Source: an optimization exercise on an open RTL-to-GDS flow (aim: small area). Production flows keep margins and buffers that such runs may drop.
Where RTL was checked, it was by simulation tests only, not by an equivalence proof against the original.
Power and IR drop assume default switching activity. No driver is modelled on the clock port, so clocking that relies on it looks cheaper here than on a real chip.

==> flow/design.v (excerpt) <==
module top #(parameter n = 16, parameter k = 8)
(
  input clk,
  input rstn,
  input  [n * k - 1 : 0] in,
  output [n * k - 1 : 0] out
);
reg [4:0] age;
always @(posedge clk or negedge rstn) begin
  if (!rstn)
    age <= 5'd0;
  else if (age != 5'd17)
    age <= age + 5'd1;
end
wire valid = (age == 5'd17);
wire [7:0] x_0 = in[7:0];
wire [7:0] x_1 = in[15:8];
wire [7:0] x_2 = in[23:16];
wire [7:0] x_3 = in[31:24];
wire [7:0] x_4 = in[39:32];
wire [7:0] x_5 = in[47:40];
wire [7:0] x_6 = in[55:48];
wire [7:0] x_7 = in[63:56];
wire [7:0] x_8 = in[71:64];
wire [7:0] x_9 = in[79:72];
wire [7:0] x_10 = in[87:80];
wire [7:0] x_11 = in[95:88];
wire [7:0] x_12 = in[103:96];
wire [7:0] x_13 = in[111:104];
wire [7:0] x_14 = in[119:112];
wire [7:0] x_15 = in[127:120];
wire [7:0] c0_lo, c0_hi;
cas u_cas0 (.a(x_0), .b(x_13), .lo(c0_lo), .hi(c0_hi));
wire [7:0] c1_lo, c1_hi;
cas u_cas1 (.a(x_1), .b(x_12), .lo(c1_lo), .hi(c1_hi));
wire [7:0] c2_lo, c2_hi;
cas u_cas2 (.a(x_2), .b(x_15), .lo(c2_lo), .hi(c2_hi));
wire [7:0] c3_lo, c3_hi;
cas u_cas3 (.a(x_3), .b(x_14), .lo(c3_lo), .hi(c3_hi));
wire [7:0] c4_lo, c4_hi;
cas u_cas4 (.a(x_4), .b(x_8), .lo(c4_lo), .hi(c4_hi));
wire [7:0] c5_lo, c5_hi;
cas u_cas5 (.a(x_5), .b(x_6), .lo(c5_lo), .hi(c5_hi));
wire [7:0] c6_lo, c6_hi;
cas u_cas6 (.a(x_7), .b(x_11), .lo(c6_lo), .hi(c6_hi));
wire [7:0] c7_lo, c7_hi;
cas u_cas7 (.a(x_9), .b(x_10), .lo(c7_lo), .hi(c7_hi));
reg [127:0] s0;
  ...
==> flow/config.mk <==
export PLATFORM = sky130hd
export DESIGN_NAME = top
export DESIGN_NICKNAME = top
export VERILOG_FILES = /design/flow/design.v
export SDC_FILE = /design/flow/constraint.sdc
export NUM_CORES = 4
export LEC_CHECK = 0
export CAP_MARGIN = 20
export CORE_MARGIN = 2
export CORE_UTILIZATION = 40
export SLEW_MARGIN = 20
==> flow/constraint.sdc <==
create_clock -name core_clock -period 4.0 [get_ports {clk}]
set_input_delay 0.8000 -clock core_clock [delete_from_list [all_inputs] [get_ports {clk}]]
set_output_delay 0.8000 -clock core_clock [all_outputs]
set_load 0.01 [all_outputs]
standard.sh (not shown) runs the stock make flow with config.mk's settings and CLKGATE_MAP_FILE= SYNTH_SCRIPT=/design/flow/synth_recipe.tcl, a recipe that flattens the netlist after the stock synthesis.
==> flow/flow/run.sh <==
#!/bin/bash
# Standard synthesis and layout, with these changes to how the layout is made:
#  - after synthesis, 2:1 mux cells that share a select are rewritten as
#    o22a/o22ai cells with one inverter per select (muxrw.py);
#  - the ports are buffered with the smallest buffer;
#  - clock tree synthesis adds no dummy loads;
#  - after placement repair, gates with slack are downsized, then slew and
#    capacitance are repaired again (post_resize.tcl).
set -euo pipefail
F=$(pwd)/flow
R=orfs/results/sky130hd/top/base
export BUFFER_PORTS_ARGS="-buffer_cell sky130_fd_sc_hd__buf_1"
export CTS_ARGS="-sink_clustering_enable -repair_clock_nets -dont_use_dummy_load -sink_clustering_size 30 -sink_clustering_max_diameter 80 -buf_list {sky130_fd_sc_hd__clkbuf_8 sky130_fd_sc_hd__clkbuf_16}"
export POST_RESIZE_TCL=$F/post_resize.tcl
bash standard.sh synth > synth.log 2>&1
cp $R/1_2_yosys.v $R/1_2_yosys.std.v
python3 $F/muxrw.py $R/1_2_yosys.std.v $R/1_2_yosys.v > muxrw.log 2>&1
rm -f $R/1_synth.odb
bash standard.sh synth > synth_odb.log 2>&1
bash standard.sh finish > layout.log 2>&1
Other scripts of this flow, unchanged in this note and not shown: flow/flow/muxrw.py, flow/flow/post_resize.tcl
Change:
--- a/flow/design.v
+++ b/flow/design.v
@@ -373,47 +373,50 @@
 assign z3[5] = (~(s8_5[7] & s8_5[6]));
 assign z3[6] = ((~(s8_6[7] & s8_6[6])) | (~(s8_7[7] & s8_7[6])));
 assign z3[7] = ((~(s8_6[7] & s8_6[6])) & (~(s8_7[7] & s8_7[6])));
 assign z3[8] = ((~(s8_8[7] & s8_8[6])) | (~(s8_9[7] & s8_9[6])));
 assign z3[9] = ((~(s8_8[7] & s8_8[6])) & (~(s8_9[7] & s8_9[6])));
 assign z3[10] = (~(s8_10[7] & s8_10[6]));
 assign z3[11] = (~(s8_11[7] & s8_11[6]));
 assign z3[12] = (~(s8_12[7] & s8_12[6]));
 assign z3[13] = (~(s8_13[7] & s8_13[6]));
 assign z3[14] = (~(s8_14[7] & s8_14[6]));
 assign z3[15] = (~(s8_15[7] & s8_15[6]));
-reg [110:0] e9;
-always @(posedge clk) e9 <= {therm2bin(z3), therm2bin(z2), therm2bin(z1), low};
-reg [110:0] e10;
+wire [4:0] n1 = therm2bin(z1), n2 = therm2bin(z2), n3 = therm2bin(z3);
+wire [1:0] full = {n2[4], n3[4] & ~n2[4] | n1[4]};
+reg [109:0] e9;
+always @(posedge clk) e9 <= {full, n3[3:0], n2[3:0], n1[3:0], ~low};
+reg [109:0] e10;
 always @(posedge clk) e10 <= e9;
-reg [110:0] e11;
+reg [109:0] e11;
 always @(posedge clk) e11 <= e10;
-reg [110:0] e12;
+reg [109:0] e12;
 always @(posedge clk) e12 <= e11;
-reg [110:0] e13;
+reg [109:0] e13;
 always @(posedge clk) e13 <= e12;
-reg [110:0] e14;
+reg [109:0] e14;
 always @(posedge clk) e14 <= e13;
-reg [110:0] e15;
+reg [109:0] e15;
 always @(posedge clk) e15 <= e14;
-reg [110:0] e16;
+reg [109:0] e16;
 always @(posedge clk) e16 <= e15;
-wire [4:0] cnt1 = e16[100:96];
-wire [4:0] cnt2 = e16[105:101];
-wire [4:0] cnt3 = e16[110:106];
+wire [1:0] nfull = e16[109:108];
+wire [4:0] cnt1 = {nfull == 2'd3, e16[99:96]};
+wire [4:0] cnt2 = {nfull[1], e16[103:100]};
+wire [4:0] cnt3 = {nfull != 2'd0, e16[107:104]};
 genvar h;
 generate
   for (h = 0; h < 16; h = h + 1) begin : expand
     wire b7 = (h >= cnt2);
     wire b6 = ((h >= cnt1) && (h < cnt2)) || (h >= cnt3);
-    assign out[8*h+7 -: 8] = valid ? {b7, b6, e16[6*h+5 -: 6]} : 8'd0;
+    assign out[8*h+7 -: 8] = valid ? {b7, b6, ~e16[6*h+5 -: 6]} : 8'd0;
   end
 endgenerate
 function [4:0] therm2bin;
   input [15:0] z;
   begin
     therm2bin[4] = z[15];
     therm2bin[3] = z[7] & ~z[15];
     therm2bin[2] = (z[3] & ~z[7]) | (z[11] & ~z[15]);
     therm2bin[1] = (z[1] & ~z[3]) | (z[5] & ~z[7]) | (z[9] & ~z[11]) | (z[13] & ~z[15]);
     therm2bin[0] = (z[0] & ~z[1]) | (z[2] & ~z[3]) | (z[4] & ~z[5]) | (z[6] & ~z[7]) |
                    (z[8] & ~z[9]) | (z[10] & ~z[11]) | (z[12] & ~z[13]) | (z[14] & ~z[15]);
The new run went through all stages and came out clean; worst hold slack is better by 0.028 ns; clock skew rose by 0.0081 ns; register-to-register slack is better by 0.08 ns; routed wire length fell by 0.67%; sequential power hardly moves; global-route usage rose by 0.23 points; critical path depth fell by 1; clock-buffer cell count rose by 1; synthesized area fell by 1.5%; non-clock buffer count rose by 1; fmax rose by 9.8%; sequential share of layout area stays flat; final cell count rose by 0.97%.
No functional check of the RTL was part of the second run of this note.


Another version of the RTL of top (not shown whole).
For scale: about 260 I/O pins, ~0.056 mm^2 of cells after synthesis.
export LEC_CHECK = 0
export CAP_MARGIN = 20
export CORE_MARGIN = 2
export CORE_UTILIZATION = 60
export SETUP_SLACK_MARGIN = 0.15
export SLEW_MARGIN = 20
create_clock -name core_clock -period 4.0 [get_ports {clk}]
==> flow/flow/run.sh <==
#!/bin/bash
# Standard synthesis and layout, with these changes to how the layout is made:
#  - the RTL's gate modules (sky_<cell>) are mapped to the sky130 cells of
#    the same function before synthesis (cellmap.py), so synthesis keeps them;
#  - after synthesis, 2:1 mux cells that share a select are rewritten as
#    o22a/o22ai cells with one inverter per select (muxrw.py);
#  - the ports are buffered with the smallest buffer;
#  - clock tree synthesis adds no dummy loads and clusters up to 30 sinks;
#  - after placement repair, gates with slack are downsized, then slew and
#    capacitance are repaired again (post_resize.tcl).
set -euo pipefail
F=$(pwd)/flow
R=orfs/results/sky130hd/top/base
export BUFFER_PORTS_ARGS="-buffer_cell sky130_fd_sc_hd__buf_1"
export CTS_ARGS="-sink_clustering_enable -repair_clock_nets -dont_use_dummy_load -sink_clustering_size 30 -sink_clustering_max_diameter 80 -buf_list {sky130_fd_sc_hd__clkbuf_8 sky130_fd_sc_hd__clkbuf_16}"
export POST_RESIZE_TCL=$F/post_resize.tcl
cp design.v design.rtl.v
python3 $F/cellmap.py design.rtl.v design.v > cellmap.log 2>&1
bash standard.sh synth > synth.log 2>&1
cp $R/1_2_yosys.v $R/1_2_yosys.std.v
python3 $F/muxrw.py $R/1_2_yosys.std.v $R/1_2_yosys.v > muxrw.log 2>&1
rm -f $R/1_synth.odb
bash standard.sh synth > synth_odb.log 2>&1
bash standard.sh finish > layout.log 2>&1
Other scripts of this flow, unchanged in this note and not shown: flow/flow/cellmap.py, flow/flow/muxrw.py, flow/flow/post_resize.tcl
==> next run, changes <==
--- a/flow/design.v
+++ b/flow/design.v
@@ -80,41 +80,49 @@
 wire [7:0] x_5 = in[47:40];
 wire [7:0] x_6 = in[55:48];
 wire [7:0] x_7 = in[63:56];
 wire [7:0] x_8 = in[71:64];
 wire [7:0] x_9 = in[79:72];
 wire [7:0] x_10 = in[87:80];
 wire [7:0] x_11 = in[95:88];
 wire [7:0] x_12 = in[103:96];
 wire [7:0] x_13 = in[111:104];
 wire [7:0] x_14 = in[119:112];
 wire [7:0] x_15 = in[127:120];
 wire [7:0] c0_lo, c0_hi;
-casg #(.INV(0)) u_cas0 (.a(x_0), .b(x_13), .lo(c0_lo), .hi(c0_hi));
+cas u_cas0 (.a(x_0), .b(x_13), .lo(c0_lo), .hi(c0_hi));
+wire [7:0] r0_lo = ~c0_lo, r0_hi = ~c0_hi;
 wire [7:0] c1_lo, c1_hi;
-casg #(.INV(0)) u_cas1 (.a(x_1), .b(x_12), .lo(c1_lo), .hi(c1_hi));
+cas u_cas1 (.a(x_1), .b(x_12), .lo(c1_lo), .hi(c1_hi));
+wire [7:0] r1_lo = ~c1_lo, r1_hi = ~c1_hi;
 wire [7:0] c2_lo, c2_hi;
-casg #(.INV(0)) u_cas2 (.a(x_2), .b(x_15), .lo(c2_lo), .hi(c2_hi));
+cas u_cas2 (.a(x_2), .b(x_15), .lo(c2_lo), .hi(c2_hi));
+wire [7:0] r2_lo = ~c2_lo, r2_hi = ~c2_hi;
 wire [7:0] c3_lo, c3_hi;
-casg #(.INV(0)) u_cas3 (.a(x_3), .b(x_14), .lo(c3_lo), .hi(c3_hi));
+cas u_cas3 (.a(x_3), .b(x_14), .lo(c3_lo), .hi(c3_hi));
+wire [7:0] r3_lo = ~c3_lo, r3_hi = ~c3_hi;
 wire [7:0] c4_lo, c4_hi;
-casg #(.INV(0)) u_cas4 (.a(x_4), .b(x_8), .lo(c4_lo), .hi(c4_hi));
+cas u_cas4 (.a(x_4), .b(x_8), .lo(c4_lo), .hi(c4_hi));
+wire [7:0] r4_lo = ~c4_lo, r4_hi = ~c4_hi;
 wire [7:0] c5_lo, c5_hi;
-casg #(.INV(0)) u_cas5 (.a(x_5), .b(x_6), .lo(c5_lo), .hi(c5_hi));
+cas u_cas5 (.a(x_5), .b(x_6), .lo(c5_lo), .hi(c5_hi));
+wire [7:0] r5_lo = ~c5_lo, r5_hi = ~c5_hi;
 wire [7:0] c6_lo, c6_hi;
-casg #(.INV(0)) u_cas6 (.a(x_7), .b(x_11), .lo(c6_lo), .hi(c6_hi));
+cas u_cas6 (.a(x_7), .b(x_11), .lo(c6_lo), .hi(c6_hi));
+wire [7:0] r6_lo = ~c6_lo, r6_hi = ~c6_hi;
 wire [7:0] c7_lo, c7_hi;
-casg #(.INV(0)) u_cas7 (.a(x_9), .b(x_10), .lo(c7_lo), .hi(c7_hi));
+cas u_cas7 (.a(x_9), .b(x_10), .lo(c7_lo), .hi(c7_hi));
+wire [7:0] r7_lo = ~c7_lo, r7_hi = ~c7_hi;
 reg [127:0] s0;
-always @(posedge clk) s0 <= {c2_hi, c3_hi, c0_hi, c1_hi, c6_hi, c7_hi, c7_lo, c4_hi, c6_lo, c5_hi, c5_lo, c4_lo, c3_lo, c2_lo, c1_lo, c0_lo};
+always @(posedge clk) s0 <= {r2_hi, r3_hi, r0_hi, r1_hi, r6_hi, r7_hi, r7_lo, r4_hi, r6_lo, r5_hi, r5_lo, r4_lo, r3_lo, r2_lo, r1_lo, r0_lo};
 wire [7:0] s0_0 = s0[7:0];
 wire [7:0] s0_1 = s0[15:8];
 wire [7:0] s0_2 = s0[23:16];
 wire [7:0] s0_3 = s0[31:24];
 wire [7:0] s0_4 = s0[39:32];
 wire [7:0] s0_5 = s0[47:40];
 wire [7:0] s0_6 = s0[55:48];
 wire [7:0] s0_7 = s0[63:56];
 wire [7:0] s0_8 = s0[71:64];
 wire [7:0] s0_9 = s0[79:72];
 wire [7:0] s0_10 = s0[87:80];
 wire [7:0] s0_11 = s0[95:88];
Outcome: Design area hardly moves; clock skew fell by 0.0057 ns; sequential share of layout area increases by 0.16 points; combinational power goes down by a little under a tenth; worst setup slack degrades by 0.025 ns; cell count increases slightly; count of clock-buffer cells in the layout does not change.
No functional check of the RTL was part of the first run of this note.

static timing again, ports no longer ideal:
The flow's constraints put no driver on any port. The routed layouts listed below were extracted and timed again, unchanged, in two steps.
Step 1: set_driving_cell puts a clkbuf_16 on clk and a buf_2 on each other input, an assumption about the parent block.
Step 2 adds t to the input delays and takes it off the output delays; t is the mean of the earliest and latest rising clock arrival at the registers after step 1. Input paths then give back, and output paths get back, about the clock's delay inside the block.
Three values: no drivers, after step 1, after step 2; two values: the first two.
| run | t, ns | slack for setup (ns) | worst hold slack (ns) | latest minus earliest clock arrival (ns) | worst slew at a driven data input, ns |
|---|---|---|---|---|---|
| the first run of note 1 | 0.759 | 0.349 / 0.272 / 0.903 | 0.253 / 0.253 / 0.253 | 0.096 / 0.096 | 0.09 |
| the second run of note 1 | 0.762 | 0.676 / 0.597 / 0.860 | 0.282 / 0.282 / 0.282 | 0.082 / 0.082 | 0.07 |
| the first run of note 2 | 0.723 | 0.229 / 0.229 / -0.068 | 0.306 / 0.274 / 0.306 | 0.053 / 0.052 | 0.04 |
| the second run of note 2 | 0.709 | 0.204 / 0.204 / 0.204 | 0.282 / 0.282 / 0.282 | 0.044 / 0.044 | 0.07 |
Met with ideal ports but missed after step 2: setup timing in the first run of note 2. For the first run of note 2, which loses most, drivers alone change the setup slack by 0.000 ns; drivers and shift together by -0.297 ns.
